Context: an optimization exercise on an open-source flow, tuned for small area and a short achievable clock period. The choices shown serve that exercise and are no tape-out recipe. Only simulation tests tie the RTL to the original design; equivalence was not proved. No activity file was given, so power comes from the tool's default toggle rates.

== run A ==
==> flow/design.v (excerpt) <==
module axis_Gauss_1x5 (
  input  logic       s_axis_aclk,
  input  logic       s_axis_arstn,
  input  logic [7:0] s_axis_tdata,
  input  logic       s_axis_tvalid,
  input  logic       s_axis_tlast,
  output logic [7:0] m_axis_tdata,
  output logic       m_axis_tvalid,
  output logic       m_axis_tlast
);
Size: about 80 flip-flops, ~22 I/O pins.
clock: 8.0 ns
lec_check: 0
cap_margin: 20
core_margin: 2
core_utilization: 60
setup_slack_margin: 5
slew_margin: 20
synth_hierarchical: 1
synth_minimum_keep_size: 0
standard.sh (not shown) runs the stock make flow with config.mk's settings and CLKGATE_MAP_FILE= SYNTH_SCRIPT=/design/flow/synth_recipe.tcl, a recipe that flattens the netlist after the stock synthesis.
==> flow/flow/run.sh <==
#!/bin/bash
# Layout flow: the standard flow, with plain buffers on the ports and a clock
# tree of small buffers without dummy loads.
export BUFFER_PORTS_ARGS="-buffer_cell sky130_fd_sc_hd__buf_2"
export CTS_ARGS="-sink_clustering_enable -repair_clock_nets -dont_use_dummy_load -buf_list \"sky130_fd_sc_hd__clkbuf_4 sky130_fd_sc_hd__clkbuf_8\""
bash standard.sh > standard.log 2>&1
Setup changes, run A to run B
-- flow/config.mk --
<<< run A, line 10
export CORE_UTILIZATION = 60
export SETUP_SLACK_MARGIN = 5
>>> run B, line 10
export CORE_UTILIZATION = 40
export SETUP_SLACK_MARGIN = 3
- The final layout from run B, which completed every stage, passed the timing, DRC and antenna checks at the end of the flow.
- Sort run A and run B by met2 demand-to-capacity share in global routing desc -> top: run A
- Sort run A and run B by core utilization desc -> top: run A
- Between run A and run B, the post-layout minimum cycle time is higher for run B.
- In run B, cell area reported after detailed placement is lower than in run A.
- On run B: total half-perimeter wirelength after legalization and detailed placement is about 1.1% lower than what run A gave.
- Run B vs. run A: share of the cycle needed by the critical path after routing up 1.7 points; area growth from synthesis to final layout down 8.1 points.
- Relative area of clock buffers and inverters in the final design, run A and run B, lower one = run A.
The inputs of run C differ from those of run B as listed below.
-- flow/flow/run.sh --
<<< run B, line 5
export CTS_ARGS="-sink_clustering_enable -repair_clock_nets -dont_use_dummy_load -buf_list \"sky130_fd_sc_hd__clkbuf_4 sky130_fd_sc_hd__clkbuf_8\""
>>> run C, line 5
export CTS_ARGS="-sink_clustering_enable -repair_clock_nets -dont_use_dummy_load -sink_clustering_size 30 -buf_list \"sky130_fd_sc_hd__clkbuf_4 sky130_fd_sc_hd__clkbuf_8\""
-- flow/config.mk --
<<< run B, line 11
export SETUP_SLACK_MARGIN = 3
>>> run C, line 11
export SETUP_SLACK_MARGIN = 5
### Flow results
- Run C: done, clean on timing, DRC and antenna
- Every stage of the flow completed for run B, and the final layout passed the timing, DRC and antenna checks.
- Looking only at critical path depth, and setting everything else aside, the higher value of run B and run C goes to run C.
- Run C drops more vias than run B.
- Combinational-cell power consumption for run C is higher than for run B.
- Compare run B and run C | share of the cycle needed by the critical path after routing lower: run C
- Re sequential fraction of total cell area: run C is 2.2 points down on run B.
- Re cell row count: no difference whatsoever between run C and run B.
- Where slack of the critical path is concerned, run B is outperformed by run C.
- Of run B and run C, run B shows the higher portion of total power attributed to sequential cells, with run C below it.
- Run B ended up with sky130_fd_sc_hd__fa_1 as its cell at the slowest stage of the critical path; run C ended up with sky130_fd_sc_hd__fa_2.
[inputs] run D vs run C
-- flow/flow/run.sh --
<<< run C, line 5
export CTS_ARGS="-sink_clustering_enable -repair_clock_nets -dont_use_dummy_load -sink_clustering_size 30 -buf_list \"sky130_fd_sc_hd__clkbuf_4 sky130_fd_sc_hd__clkbuf_8\""
>>> run D, line 5
export CTS_ARGS="-sink_clustering_enable -repair_clock_nets -dont_use_dummy_load -buf_list \"sky130_fd_sc_hd__clkbuf_4 sky130_fd_sc_hd__clkbuf_8\""
Notes after the runs:
Any difference in part of the power in combinational logic between run D and run C is small enough to ignore.
Share of the cycle needed by the critical path after routing: run C vs run D identical
Number of hold-repair buffers added at the cts stage came out exactly the same in run C and run D.
Comparing run C against run D, there is no change at all in sequential cell count.

========
== job 7501 ==
Another version of the RTL of axis_Gauss_1x5 (not shown whole).
Size in the first run: ~330 cells after synthesis, roughly 81 flip-flops, about 4300 sq um of cells after synthesis.
Settings: LEC_CHECK=0, CAP_MARGIN=20, CORE_MARGIN=2, CORE_UTILIZATION=50, SETUP_SLACK_MARGIN=4.6, SLEW_MARGIN=20, SYNTH_HIERARCHICAL=1, SYNTH_MINIMUM_KEEP_SIZE=0; clock period 8.0 ns.
==> flow/flow/run.sh <==
#!/bin/bash
# Layout flow: the standard flow, with plain buffers on the ports and a clock
# tree of small buffers without dummy loads.
export BUFFER_PORTS_ARGS="-buffer_cell sky130_fd_sc_hd__buf_2"
export CTS_ARGS="-sink_clustering_enable -repair_clock_nets -dont_use_dummy_load -buf_list \"sky130_fd_sc_hd__clkbuf_4 sky130_fd_sc_hd__clkbuf_8\""
bash standard.sh > standard.log 2>&1
Inputs modified between job 7501 and job 4438:
Settings: SETUP_SLACK_MARGIN changed from 4.6 to 4.75; CORE_UTILIZATION changed from 50 to 40.
Results
The headroom to the max-slew limit of job 4438 falls short of that of job 7501 by 3.3 points. Against job 7501, net switching power of the design in job 4438 came out worse. Highest fanout seen on the critical path: job 7501 vs job 4438 — no meaningful difference. Job 7501 has lower final cell count than job 4438. Worst hold slack in job 4438 is 0.0087 ns above job 7501. As far as routing usage on met3 is concerned, job 4438 and job 7501 perform about the same. Non-clock buffer count went up by more than 10% going from job 7501 to job 4438.
Relative to job 4438, the following input files were edited for job 1063:
Settings: swapping 4.75 for 4.45 in SETUP_SLACK_MARGIN.
Findings:
Compare job 1063 and job 4438 | weighted congestion reported at the end of routability-driven placement lower: job 1063. Cell area came out lower on job 1063 than on job 4438. Relative to job 4438, setup fix buffers added after clock tree synthesis has gone down in job 1063. Sort job 1063 and job 4438 by global routing met1 resource utilization desc -> top: job 4438. Job 1063 vs job 4438, minimum setup slack among reg-to-reg paths went down by 0.13 ns. ~same sequential cell count in job 1063 and job 4438.
Changes in job 7830 relative to job 1063:
Settings: changing SETUP_SLACK_MARGIN from 4.45 to 4.6; changing CORE_UTILIZATION from 40 to 30.
==> summary.txt <==
- The wire length per cell after detailed routing reported for job 7830 is smaller than that of job 1063 by about 4.5%.
- Worst setup slack after placement on job 7830 is behind job 1063.
- Number of instances resized during post-cts repair for job 7830: 10 up relative to job 1063
- Diff job 1063 -> job 7830: data-path buffer share of cell area in the final layout went up; count of plain and timing-repair buffers in the layout climbed 2; fmax shows an increase of 0.65%; setup slack picked up an extra 0.022 ns; portion of the layout cell area used by clock cells shows no meaningful change.
- Higher global-route met3 utilization was reported by job 1063, not job 7830.
Setup changes, job 7830 to job 798
Settings: SETUP_SLACK_MARGIN changed from 4.6 to 4.9; CORE_UTILIZATION changed from 30 to 40.
==> comparison <==
- The higher total track usage of job 798 and job 7830 is in job 798.
- Share of the core filled with cells in the final layout for job 798: 14 points up relative to job 7830
- Sort job 798 and job 7830 by number of inserted filler cells in the final layout, descending, and job 7830 comes first.
Here is what was changed in the inputs of job 3673 compared with job 798.
Settings: swapping 4.9 for 4.6 in SETUP_SLACK_MARGIN.
Notes after the runs:
Cell area | job 3673 vs job 798 | job 3673 smaller
Utilization: job 798 and job 3673 compared, lower one is job 3673
Job 3673 against job 798: minimum period implied by the final worst setup slack shows a reduction of 0.0074 ns, total power shows a reduction of 130 uW, total routed wirelength shows a reduction of about 6%.

========
## run 1
axis_Gauss_1x5, a different RTL version from the one above (not shown whole).
Size in the first run: roughly 360 cells after synthesis, roughly 80 flip-flops, roughly 22 I/O pins, ~4400 um2 of cells after synthesis.
clock: 8.0 ns
lec_check: 0
cap_margin: 20
core_margin: 2
core_utilization: 40
setup_slack_margin: 4.45
slew_margin: 20
synth_hierarchical: 1
synth_minimum_keep_size: 0
Scripts as last shown in full above: flow/flow/run.sh
What run 2 does differently from run 1 at the input level:
Settings: swapping 4.45 for 4.3 in SETUP_SLACK_MARGIN.
==> summary.txt <==
- In terms of portion of the layout cell area used by clock cells, run 2 and run 1 differ only marginally.
- Run 2 vs run 1: number of resized instances in the post-cts repair step down in run 2
- The higher highest clock rate came out of run 1.
- For overflow left after global routing, run 1 and run 2 come out practically identical.
- Of run 2 and run 1, the run reporting the higher met1 usage in global routing was run 2.
- On leakage power of the design, run 2 and run 1 are basically level.
- In run 2, final cell utilization of the core is lower than in run 1.
- Diff run 1 -> run 2 | clock network fraction of total power | increase of 0.2 points
> inputs changed (run 2 -> run 3)
Settings: swapping 4.3 for 4.6 in SETUP_SLACK_MARGIN.
### Flow results
Proportion of cell area spent on the clock network: run 2 vs run 3 — no meaningful difference
Row area of placed instances: run 3 higher / run 2 lower
Changes observed in run 3 relative to run 2: maximum frequency increased by about 2.7% relative to the old numbers; die boundary width closely matched the old numbers.
[compare] base=run 2 new=run 3: final core utilization increased 1.5 points, part of the cycle the worst path needs down 1.2 points.
Max routed wire length across run 2 and run 3: run 3

========
axis_Gauss_1x5 again, from the RTL that the note above started with.
==> flow/config.mk <==
export PLATFORM = sky130hd
export DESIGN_NAME = axis_Gauss_1x5
export DESIGN_NICKNAME = axis_Gauss_1x5
export VERILOG_FILES = /design/flow/design.v
export SDC_FILE = /design/flow/constraint.sdc
export NUM_CORES = 4
export LEC_CHECK = 0
export CAP_MARGIN = 20
export CORE_MARGIN = 2
export CORE_UTILIZATION = 40
export SETUP_SLACK_MARGIN = 4.75
export SLEW_MARGIN = 20
export SYNTH_HIERARCHICAL = 1
export SYNTH_MINIMUM_KEEP_SIZE = 0
==> flow/constraint.sdc <==
create_clock -name core_clock -period 8.0 [get_ports {s_axis_aclk}]
set_input_delay 1.6000 -clock core_clock [delete_from_list [all_inputs] [get_ports {s_axis_aclk}]]
set_output_delay 1.6000 -clock core_clock [all_outputs]
set_load 0.01 [all_outputs]
Scripts as last shown in full above: flow/flow/run.sh
Edit:
==> flow/flow/run.sh (replaced) <==
#!/bin/bash
# Layout flow: the standard flow, with plain buffers on the ports and a clock
# tree without dummy loads.
export BUFFER_PORTS_ARGS="-buffer_cell sky130_fd_sc_hd__buf_2"
export CTS_ARGS="-sink_clustering_enable -sink_clustering_size 40 -sink_clustering_levels 1 -repair_clock_nets -dont_use_dummy_load -buf_list sky130_fd_sc_hd__clkbuf_8"
bash standard.sh > standard.log 2>&1
- SETUP_SLACK_MARGIN: 4.75 -> 4.3
After rerunning: The changed run finished clean. Wire length decreases by 4.7%. Die area is unchanged. Area after synthesis stays the same. Design area goes down by 6.1%. Clock skew came out higher by 0.0072 ns. Maximum frequency fell by 2.5%. Cell count goes down by 1.1%. Non-clock buffer count went down by 6. Setup slack is worse by 0.091 ns. Register-to-register slack is worse by 0.10 ns.
Edit:
==> flow/flow/run.sh (replaced) <==
#!/bin/bash
# Layout flow: the standard flow, with plain buffers on the ports and a clock
# tree without dummy loads.
export BUFFER_PORTS_ARGS="-buffer_cell sky130_fd_sc_hd__buf_2"
export CTS_ARGS="-repair_clock_nets -dont_use_dummy_load -buf_list sky130_fd_sc_hd__clkbuf_8"
bash standard.sh > standard.log 2>&1
Outcome: The new run completed with no timing, DRC or antenna violations; worst setup slack does not change; combinational power is about the same; cell area is unchanged; power is unchanged; critical path depth is unchanged; fmax is unchanged; sequential power barely changes.
Edit:
==> flow/flow/run.sh (replaced) <==
#!/bin/bash
# Layout flow: the standard flow, with plain buffers on the ports and a clock
# tree of small buffers without dummy loads.
export BUFFER_PORTS_ARGS="-buffer_cell sky130_fd_sc_hd__buf_2"
export CTS_ARGS="-sink_clustering_enable -repair_clock_nets -dont_use_dummy_load -buf_list \"sky130_fd_sc_hd__clkbuf_4 sky130_fd_sc_hd__clkbuf_8\""
bash standard.sh > standard.log 2>&1
- SETUP_SLACK_MARGIN: 4.3 -> 4.2
Outcome: The changed run went through all stages and came out clean. Global-route usage fell by 0.30 points. Flip-flop and latch count is unchanged. Utilization is about the same. Critical path depth rose by 1. Die area stays the same. Worst setup slack degrades by 0.079 ns. Cell count stays the same. Clock skew fell by 0.012 ns. Power barely changes. Wire length fell by 0.89%. Register-to-register slack degrades by 0.12 ns.

-- what the ideal ports hide --
The results above use ideal ports. As a check the final layouts listed here were re-extracted and re-timed, cells and wires unchanged. Step 1 (the two cells are an assumption about what drives the block):
set clk [get_ports {s_axis_aclk}]
set_driving_cell -lib_cell sky130_fd_sc_hd__clkbuf_16 $clk
set_driving_cell -lib_cell sky130_fd_sc_hd__buf_2 [delete_from_list [all_inputs] $clk]
Step 2 adds t to the input delays and takes it off the output delays; t is the mean of the earliest and latest rising clock arrival at the registers after step 1. Input paths then give back, and output paths get back, about the clock's delay inside the block. Three values: no drivers, after step 1, after step 2; two values: the first two.
| run | t (ns) | slack for setup (ns) | worst register clock-pin slew, ns |
|---|---|---|---|
| run A | 0.367 | 4.147 / 4.142 / 3.775 | 0.09 / 0.09 |
| run B | 0.368 | 4.009 / 4.002 / 3.634 | 0.09 / 0.09 |
| run C | 0.375 | 4.208 / 4.192 / 3.817 | 0.08 / 0.08 |
| run D | 0.375 | 4.208 / 4.192 / 3.817 | 0.08 / 0.08 |
| job 7501 | 0.354 | 4.536 / 4.549 / 4.195 | 0.09 / 0.09 |
| job 4438 | 0.384 | 4.605 / 4.569 / 4.226 | 0.10 / 0.10 |
| job 1063 | 0.378 | 4.543 / 4.513 / 4.196 | 0.10 / 0.10 |
| job 7830 | 0.387 | 4.565 / 4.530 / 4.222 | 0.08 / 0.08 |
| job 798 | 0.373 | 4.579 / 4.553 / 4.217 | 0.08 / 0.08 |
| job 3673 | 0.372 | 4.587 / 4.566 / 4.227 | 0.10 / 0.10 |
| run 1 | 0.376 | 4.439 / 4.439 / 4.063 | 0.09 / 0.09 |
| run 2 | 0.383 | 4.366 / 4.380 / 3.997 | 0.10 / 0.10 |
| run 3 | 0.375 | 4.462 / 4.446 / 4.071 | 0.08 / 0.08 |
| the first run of note 4 | 0.368 | 4.457 / 4.440 / 4.072 | 0.08 / 0.08 |
| the second run of note 4 | 0.383 | 4.366 / 4.380 / 3.997 | 0.10 / 0.10 |
| the third run of note 4 | 0.383 | 4.366 / 4.380 / 3.997 | 0.10 / 0.10 |
| the fourth run of note 4 | 0.384 | 4.287 / 4.296 / 3.913 | 0.09 / 0.09 |
After both steps setup and hold are still met in every run listed.
